From an optimization exercise on the open Yosys and OpenROAD flow, aimed at small area; shortcuts taken in it are not production practice.
Function was checked by simulation only, so behaviour that the tests miss may differ from the original.
Power is estimated from default activity; no workload was simulated.

## flow/config.mk

```make
export PLATFORM = sky130hd
export DESIGN_NAME = dodge_game
export DESIGN_NICKNAME = dodge_game
export VERILOG_FILES = /design/flow/design.v
export SDC_FILE = /design/flow/constraint.sdc
export NUM_CORES = 4
export LEC_CHECK = 0
export CAP_MARGIN = 20
export CORE_MARGIN = 2
export CORE_UTILIZATION = 40
export SLEW_MARGIN = 20
```

## flow/constraint.sdc

```tcl
create_clock -name core_clock -period 15.0 [get_ports {clk}]
set_input_delay 3.0000 -clock core_clock [delete_from_list [all_inputs] [get_ports {clk}]]
set_output_delay 3.0000 -clock core_clock [all_outputs]
set_load 0.01 [all_outputs]
```

## flow/design.v

```verilog
module seg7(bcd,leds);
	input [3:0] bcd;
	output reg [6:0] leds;
	always @(bcd)
		case (bcd)
			0: leds = 7'b1000000;
			1: leds = 7'b1111001;
			2: leds = 7'b0100100;
			3: leds = 7'b0110000;
			4: leds = 7'b0011001;
			5: leds = 7'b0010010;
			6: leds = 7'b0000010;
			7: leds = 7'b1111000;
			8: leds = 7'b0000000;
			9: leds = 7'b0010000;
			10:leds = 7'b0001000;
			11:leds = 7'b0000011;
			12:leds = 7'b1000110;
			13:leds = 7'b0100001;
			14:leds = 7'b0000110;
			15:leds = 7'b0001110;
			default: leds = 7'b1111111;
		endcase
endmodule
module score_disp(
	input [12:0] score,
	output [6:0] hex_0,
	output [6:0] hex_1,
	output [6:0] hex_2,
	output [6:0] hex_3
);
seg7 h0(score%10,hex_0);
seg7 h1(score/10%10,hex_1);
seg7 h2(score/100%10,hex_2);
seg7 h3(score/1000%10,hex_3);
endmodule
module hvsync_generator(
	input clk,
	input reset,
	output vga_h_sync, 
	output vga_v_sync,
	output reg inDisplayArea,
	output reg [9:0] CounterX,
	output reg [8:0] CounterY
);
wire CounterXmaxed = (CounterX==10'h2FF);
always @(posedge clk)
if(reset || CounterXmaxed)
	CounterX <= 0;
else
	CounterX <= CounterX + 1;
always @(posedge clk)
if(reset) CounterY <= 0;
else if(CounterXmaxed) CounterY <= CounterY + 1;
reg	vga_HS, vga_VS;
always @(posedge clk)
begin
	vga_HS <= (CounterX[9:4]==6'h2D);  
	vga_VS <= (CounterY==500); 		  
	if (reset) begin
		vga_HS <= 0;
		vga_VS <= 0;
	end
end
always @(posedge clk)
if(reset)
	inDisplayArea <= 0;
else if(inDisplayArea==0)
	inDisplayArea <= (CounterXmaxed) && (CounterY<480);
else
	inDisplayArea <= !(CounterX==639);
assign vga_h_sync = ~vga_HS;
assign vga_v_sync = ~vga_VS;
endmodule
module bullets(
	input [9:0] x,
	input [8:0] y,
	input [9:0] player_x,
	input [9:0] player_y,
	input clk,
	input reset,
	output reg do_draw,
	output reg hit_player
);
parameter X_MIN = 20;
parameter X_MAX = 600;
parameter Y_MIN = 20;
parameter Y_MAX = 400;
parameter NUM_BULLETS = 6;
parameter BULLETS_RESET_DIST = 95;
parameter MOV_BITS = 13;  
reg [9:0] bullets_x[NUM_BULLETS-1:0];
reg [9:0] bullets_y[NUM_BULLETS-1:0];
reg [7:0] bullets_size[NUM_BULLETS-1:0];
reg [7:0] bullets_vel_x[NUM_BULLETS-1:0];
reg [7:0] bullets_vel_y[NUM_BULLETS-1:0];
reg bullets_do_reset[NUM_BULLETS-1:0];  
reg [MOV_BITS-1:0] mov_ctr;
reg [7:0] rand_ctr;
reg [3:0] i;
reg found;
reg do_hit_player;
always @(posedge clk) begin
	mov_ctr <= mov_ctr + 1;
	if (mov_ctr == 0) begin
		rand_ctr = rand_ctr + 1;
		for (i = 0; i < NUM_BULLETS; i = i + 1) begin
			bullets_x[i] <= bullets_x[i] + bullets_vel_x[i];
			bullets_y[i] <= bullets_y[i] + bullets_vel_y[i];
			if (bullets_x[i] > X_MAX) begin
				bullets_x[i] <= X_MIN;
				bullets_do_reset[i] <= 0;
			end
			if (bullets_x[i] < X_MIN) begin
				bullets_x[i] <= X_MAX;
				bullets_do_reset[i] <= 0;
			end
			if (bullets_y[i] > Y_MAX) begin
				bullets_y[i] <= Y_MIN;
				bullets_do_reset[i] <= 0;
			end
			if (bullets_y[i] < Y_MIN) begin
				bullets_y[i] <= Y_MAX;
				bullets_do_reset[i] <= 0;
			end
			if (reset == 1) begin
				bullets_x[i] <= i*BULLETS_RESET_DIST + 5;
				bullets_y[i] <= Y_MIN + 5;
				bullets_do_reset[i] <= 0;
			end
			if (bullets_do_reset[i] == 0) begin
				bullets_size[i] <= ((rand_ctr%70)+10);
				bullets_vel_x[i] <= ((rand_ctr^(i*21))%7);
				bullets_vel_y[i] <= ((~rand_ctr^(i*35))%7);
				bullets_do_reset[i] <= 1;
			end
			if (bullets_vel_x[i] == 0 && bullets_vel_y[i] == 0) begin
				bullets_do_reset[i] <= 0;
			end
		end
	end
	found <= 0;
	do_hit_player <= 0;
	for (i = 0; i < NUM_BULLETS; i = i + 1) begin
		if ((x > bullets_x[i] ) && 
			 (x < bullets_x[i] + bullets_size[i] ) && 
			 (y > bullets_y[i] ) &&
			 (y < bullets_y[i] + bullets_size[i])) begin
			found <= 1;
		end
		if (player_x > bullets_x[i] && player_x < bullets_x[i] + bullets_size[i] &&
			 player_y > bullets_y[i] && player_y < bullets_y[i] + bullets_size[i]) begin
			do_hit_player <= 1; 
		end
	end
	do_draw <= found;
	hit_player <= do_hit_player;
	if (reset == 1) begin
		mov_ctr <= 0;
		rand_ctr = 0;
		for (i = 0; i < NUM_BULLETS; i = i + 1) begin
			bullets_x[i] <= i*BULLETS_RESET_DIST + 5;
			bullets_y[i] <= Y_MIN + 5;
			bullets_size[i] <= 0;
			bullets_vel_x[i] <= 0;
			bullets_vel_y[i] <= 0;
			bullets_do_reset[i] <= 0;
		end
		found <= 0;
		do_hit_player <= 0;
		do_draw <= 0;
		hit_player <= 0;
	end
end
endmodule
module dodge_game(
	input clk,
	input [3:0] keys_in,
	input reset,
	output vga_h_sync,
	output vga_v_sync, 
	output reg [3:0] vga_R, 
	output reg [3:0] vga_G, 
	output reg [3:0] vga_B,
	output [6:0] hex_0,
	output [6:0] hex_1,
	output [6:0] hex_2,
	output [6:0] hex_3
);
parameter RIGHT = 0;
parameter UP = 1;
parameter DOWN = 2;
parameter LEFT = 3;
parameter X_MIN = 20;
parameter X_MAX = 600;
parameter Y_MIN = 20;
parameter Y_MAX = 400;
parameter MOV_BITS = 1;  
wire inDisplayArea;
wire [9:0] x;
wire [8:0] y;
wire sur_x;
wire sur_y;
assign sur_x = x > X_MIN-1 && x < X_MAX+1;
assign sur_y = y > Y_MIN-1 && y < Y_MAX+1;
hvsync_generator syncgen(
	.clk(clk), 
	.reset(reset),
	.vga_h_sync(vga_h_sync), 
	.vga_v_sync(vga_v_sync),
   .inDisplayArea(inDisplayArea), 
	.CounterX(x), 
	.CounterY(y)
);
wire do_draw_red;
wire hit_player;
bullets bs( 
	.x(x),
	.y(y),
	.player_x(player_x),
	.player_y(player_y),
	.clk(clk),
	.reset(reset),
	.do_draw(do_draw_red),
	.hit_player(hit_player)
);
score_disp disp(
	.score(score_ctr),
	.hex_0(hex_0),
	.hex_1(hex_1),
	.hex_2(hex_2),
	.hex_3(hex_3)
);
reg [9:0] player_x;
reg [9:0] player_y;
reg [MOV_BITS-1:0] mov_ctr;
reg game_over;
wire R,G,B;
assign R = do_draw_red;
assign G = (x > player_x - 5) && (x < player_x + 10 - 5) && (y > player_y - 5) && (y < player_y + 10 - 5);
assign B = (x == X_MIN && y > Y_MIN && y < Y_MAX) || (x == X_MAX && y > Y_MIN && y < Y_MAX) ||
				(y == Y_MIN && x > X_MIN && x < X_MAX) || (y == Y_MAX && x > X_MIN && x < X_MAX);
reg [12:0] score_ctr;
reg [7:0] score_delay_ctr;
always @(posedge clk) begin
	if (reset == 1) begin
		game_over <= 0;
		player_x <= X_MAX/2 + X_MIN;
		player_y <= Y_MAX/2 + Y_MIN;
		score_ctr = 0;
	end else begin
		if (hit_player == 1) begin
			game_over <= 1;
		end
	end
	mov_ctr = mov_ctr + 1;
	if (mov_ctr == 0) begin
		score_delay_ctr = score_delay_ctr + 1;
		if (score_delay_ctr % 64 == 0) begin
			if (game_over == 0 && reset == 0) begin
				score_ctr = score_ctr + 1;
			end
		end
		if (keys_in[RIGHT] == 0) begin
			player_x <= player_x + 1;
		end
		if (keys_in[LEFT] == 0) begin
			player_x <= player_x - 1;
		end
		if (keys_in[UP] == 0) begin
			player_y <= player_y - 1;
		end
		if (keys_in[DOWN] == 0) begin
			player_y <= player_y + 1;
		end
	end
	if (player_x > X_MAX) begin
		player_x <= X_MIN;
	end
	if (player_x < X_MIN) begin
		player_x <= X_MAX;
	end
	if (player_y > Y_MAX) begin
		player_y <= Y_MIN;
	end
	if (player_y < Y_MIN) begin
		player_y <= Y_MAX;
	end
	vga_R[0] <= R & sur_x & sur_y;
	vga_R[1] <= R & sur_x & sur_y;
	vga_R[2] <= R & sur_x & sur_y;
	vga_R[3] <= R & sur_x & sur_y;
	vga_G[0] <= G & sur_x & sur_y & ~game_over;
	vga_G[1] <= G & sur_x & sur_y & ~game_over;
	vga_G[2] <= G & sur_x & sur_y & ~game_over;
	vga_G[3] <= G & sur_x & sur_y & ~game_over;
	vga_B[0] <= B & sur_x & sur_y;
	vga_B[1] <= B & sur_x & sur_y;
	vga_B[2] <= B & sur_x & sur_y;
	vga_B[3] <= B & sur_x & sur_y;
	if (reset == 1) begin
		mov_ctr = 0;
		score_delay_ctr = 0;
		vga_R <= 0;
		vga_G <= 0;
		vga_B <= 0;
	end
end
endmodule
```

## flow/run.sh

```bash
#!/bin/bash
# synth_recipe.tcl (not shown) runs the flow's synth.tcl, then flattens the netlist and writes it again
# the make line also repeats each setting of config.mk as NAME=value (left out here)
make -C /OpenROAD-flow-scripts/flow DESIGN_CONFIG=/design/flow/config.mk WORK_HOME=/design/flow/orfs CLKGATE_MAP_FILE= SYNTH_SCRIPT=/design/flow/synth_recipe.tcl finish
```

==> results.sh <==
export IMPL_period_share_pct=95.54
export IMPL_tightest_slew_ns=1.107
export IMPL_io_pins=48
export IMPL_row_count=128
export IMPL_synth_seq_cells=360
export IMPL_start_util_pct=40.33
export IMPL_relSlewSlack_pct=24.31
export IMPL_grt_ovfl_total=0
export IMPL_arrival_ns=11.33
export IMPL_r2r_end="bs.bullets_vel_x[3][6]"
export IMPL_path_clk_slew_ns=0.05
export IMPL_area_delta_synth_final_pct=8.577
export IMPL_grt_pass1_wl_mm=255.2
export IMPL_fin_area_um2=53360
export IMPL_layout_min_cycle_time_ns=14.33
export IMPL_fin_tns_setup_ns=0
export IMPL_grtUsageTotal_pct=25.06
export IMPL_ys_warn_count=14
export IMPL_cp_slowest_cell="clkdlybuf4s50_1"
export IMPL_mostFrequentLayoutCells="781 x ha_1, 631 x a21oi_1, 588 x nor2_1, 530 x nand2_1, 405 x o21ai_0"
export IMPL_die_area_um2=125700
export IMPL_reg2reg_depth=35
export IMPL_grt_pass1_vias=45480
export IMPL_synthTopCellsByArea="ha_1 20%, dfxtp_1 15%, a21oi_1 6.4%, xnor2_1 6.3%, nor2_1 4.6%"
export IMPL_worstHoldEndpoint="bs.do_draw"
export IMPL_cp_end_kind="primary output"
export IMPL_layout_commonest_cell="ha_1"
export IMPL_drt_first_pass_iters=5
export IMPL_clockRootBuffer="clkbuf_16"
export IMPL_peakVddDrop_uv=146.7
export IMPL_crit_type="reg2out"
export IMPL_cts_buffers=48
export IMPL_finClkSkew_ns=0.03061
export IMPL_placed_cell_area_um2=51350
export IMPL_avgSynthCellArea_um2=7.443
export IMPL_finalHoldViolations=0
export IMPL_setup_viol=0
export IMPL_fin_hold_ws_ns=0.4401
export IMPL_start_kind="register"
export IMPL_synth_top_cell_area_share_pct=19.91
export IMPL_cts_htree_levels=2
export IMPL_r2r_slack_ns=4.86
export IMPL_synth_edf_count=0
export IMPL_viasPerCell=5.922
export IMPL_grt_max_degree=73
export IMPL_drt_total_wl_mm=162.6
export IMPL_clkSinkCount=360
export IMPL_port_buffers=47
export IMPL_reg2reg_from="bs.rand_ctr[1]"
export IMPL_synth_cell_types=134
export IMPL_drcViolationCount=0
export IMPL_cts_buffer_depth=3
export IMPL_die_w_um=354.5
export IMPL_p_leak_uw=0.02319
export IMPL_drtIter0Drc=3613
export IMPL_ys_flop_type="dfxtp_1"
export IMPL_slew_violations=0
export IMPL_crit_top_cell="inv_1"
export IMPL_ctsHoldBuffers=0
export IMPL_avgRoutedWirePerCell_um=19.83
export IMPL_die_h_um=354.5
export IMPL_hpwl_mm=119.5
export IMPL_cts_tree="done"
export IMPL_vias=48560
export IMPL_antenna_found_initial=1
export IMPL_worstSkewPairLatency_ns=0.66
export IMPL_min_delay_start="bs.found"
export IMPL_p_per_area_nw_per_um2=137.8
export IMPL_ys_seq_area_share_pct=14.66
export IMPL_synth_area_um2=49150
export IMPL_ant_nets=0
export IMPL_final_net_count=7348
export IMPL_outcome="timing/DRC/antenna clean"
export IMPL_core_area_um2=121900
export IMPL_drv_cap=0
export IMPL_gp_congestion=0.9115
export IMPL_path_max_fanout=13
export IMPL_synth_largest_area_cell="ha_1"
export IMPL_layout_drive_gt1_share_pct=5.812
export IMPL_synthArstFlopShare_pct=0
export IMPL_hold_path_depth=1
export IMPL_fin_util_pct=43.78
export IMPL_hold_class="reg2reg"
export IMPL_max_stage_delay_ns=0.56
export IMPL_fmax_mhz=69.78
export IMPL_crit_required_ns=12.00
export IMPL_synth_cells=6603
final cells by class:
class	instances	area (um^2)
diodes	1	2.502
clock buffers	62	1334
clock inverters	25	329.1
fillers	12410	68510
inverters	344	1294
multi-input cells	5629	39890
flip-flops and latches	360	7209
well taps	1625	2033
repair buffers	153	1275
report_power, final:
group / leakage [uW] / internal, uW / switching, uW
clock: 0.000810 / 733 / 515
sequential: 0.00296 / 1180 / 369
combinational: 0.0194 / 1860 / 2690
total: 0.0232 / 3780 / 3580
how the worst max path moves through the flow:
stage | startpoint | to | slack [ns] | depth (start not counted)
2_1_floorplan | score_ctr[11] | hex_1[1] | 2.38 | 44
5_1_grt | score_ctr[11] | hex_1[1] | -0.007 | 43
3_5_place_dp | score_ctr[11] | hex_1[1] | 0.27 | 43
4_1_cts | score_ctr[11] | hex_1[1] | 0.007 | 43
3_3_place_gp | score_ctr[11] | hex_1[1] | 0.33 | 43
6_report | score_ctr[11] | hex_1[0] | 0.67 | 44
stage by stage:
step,cells,setup slack [ns],total power (uW)
after floorplan,6614,2.383,4827
after global placement,8098,0.3292,5930
after detailed placement,8098,0.2738,6049
after CTS,8191,0.006684,7345
after global routing,8198,-0.007423,8045
final,8199,0.6683,7353
cell families (layout without fill, tap and decap cells):
kind of cell / Yosys count / after routing / share of synthesized area (%)
fa+ha+maj: 831 / 831 / 21.40
simple gates: 2172 / 2172 / 21.66
xor+xnor: 483 / 483 / 8.661
mux: 84 / 84 / 1.805
other cells: 2 / 14 / 0.01528
flops: 360 / 360 / 14.66
buf+inv: 625 / 584 / 5.051
compound gates: 2046 / 2046 / 26.75
per-layer routing:
layer	GRT usage, %	routed length [um]
met4	9.432	6181
met5	0	0
met3	2.314	8961
met1	33.33	73860
met2	41.86	73610
cells in the mapped netlist, types with 159 or more instances:
cell / count
xnor2_1: 354
a21oi_1: 633
nand2b_1: 163
inv_1: 327
nand3_1: 176
nor3_1: 167
a21o_1: 159
nor2_1: 597
nand2_1: 530
ha_1: 782
o21ai_0: 406
clkbuf_1: 201
dfxtp_1: 360
registers in the layout, summed over array words and instances, names as in the netlist, 8 cells and up:
signal and flops:
bs.bullets_x 60, bs.bullets_y 60, bs.bullets_size 48, bs.bullets_vel_x 48, bs.bullets_vel_y 48, bs.mov_ctr 13, score_ctr 13, player_x 10
player_y 10, syncgen.CounterX 10, syncgen.CounterY 9, bs.rand_ctr 8
critical path: cells and delay by family, from the launching register on:
family	cells	cell delay [ns]
AND/OR/NAND/NOR	18	4.54
XOR/XNOR	2	0.44
flip-flops	1	0.33
adder cells (fa/ha/maj)	3	0.73
AO/OA/AOI/OAI	14	3.29
buffers and inverters	7	1.30
repair_timing:
action,CTS,global route
pin swaps,2,6
setup endpoints to repair,7,13
resized for setup,6,36
buffers inserted,6,7

[re-timing with driven ports]
In the flow no input, the clock included, has a driving cell. The finished layout below was timed again as built, in two steps. Step 1, drivers: a clkbuf_16 drives clk and a buf_2 each remaining input, both assumed. Step 2 times the ports against the registers' clock, not the clock port: input delays grow and output delays shrink by t, the midpoint of the rising clock arrivals with the driver on. Three values: ideal, step 1, step 2; two values: the first two.
shift t [ns]: 0.716
slack for setup (ns): 0.668 / 0.594 / 1.311
worst slew at a driven data input, ns: 0.06
After both steps this run still meets setup and hold. For this run, drivers alone change the setup slack by -0.074 ns; drivers and shift together by +0.643 ns.
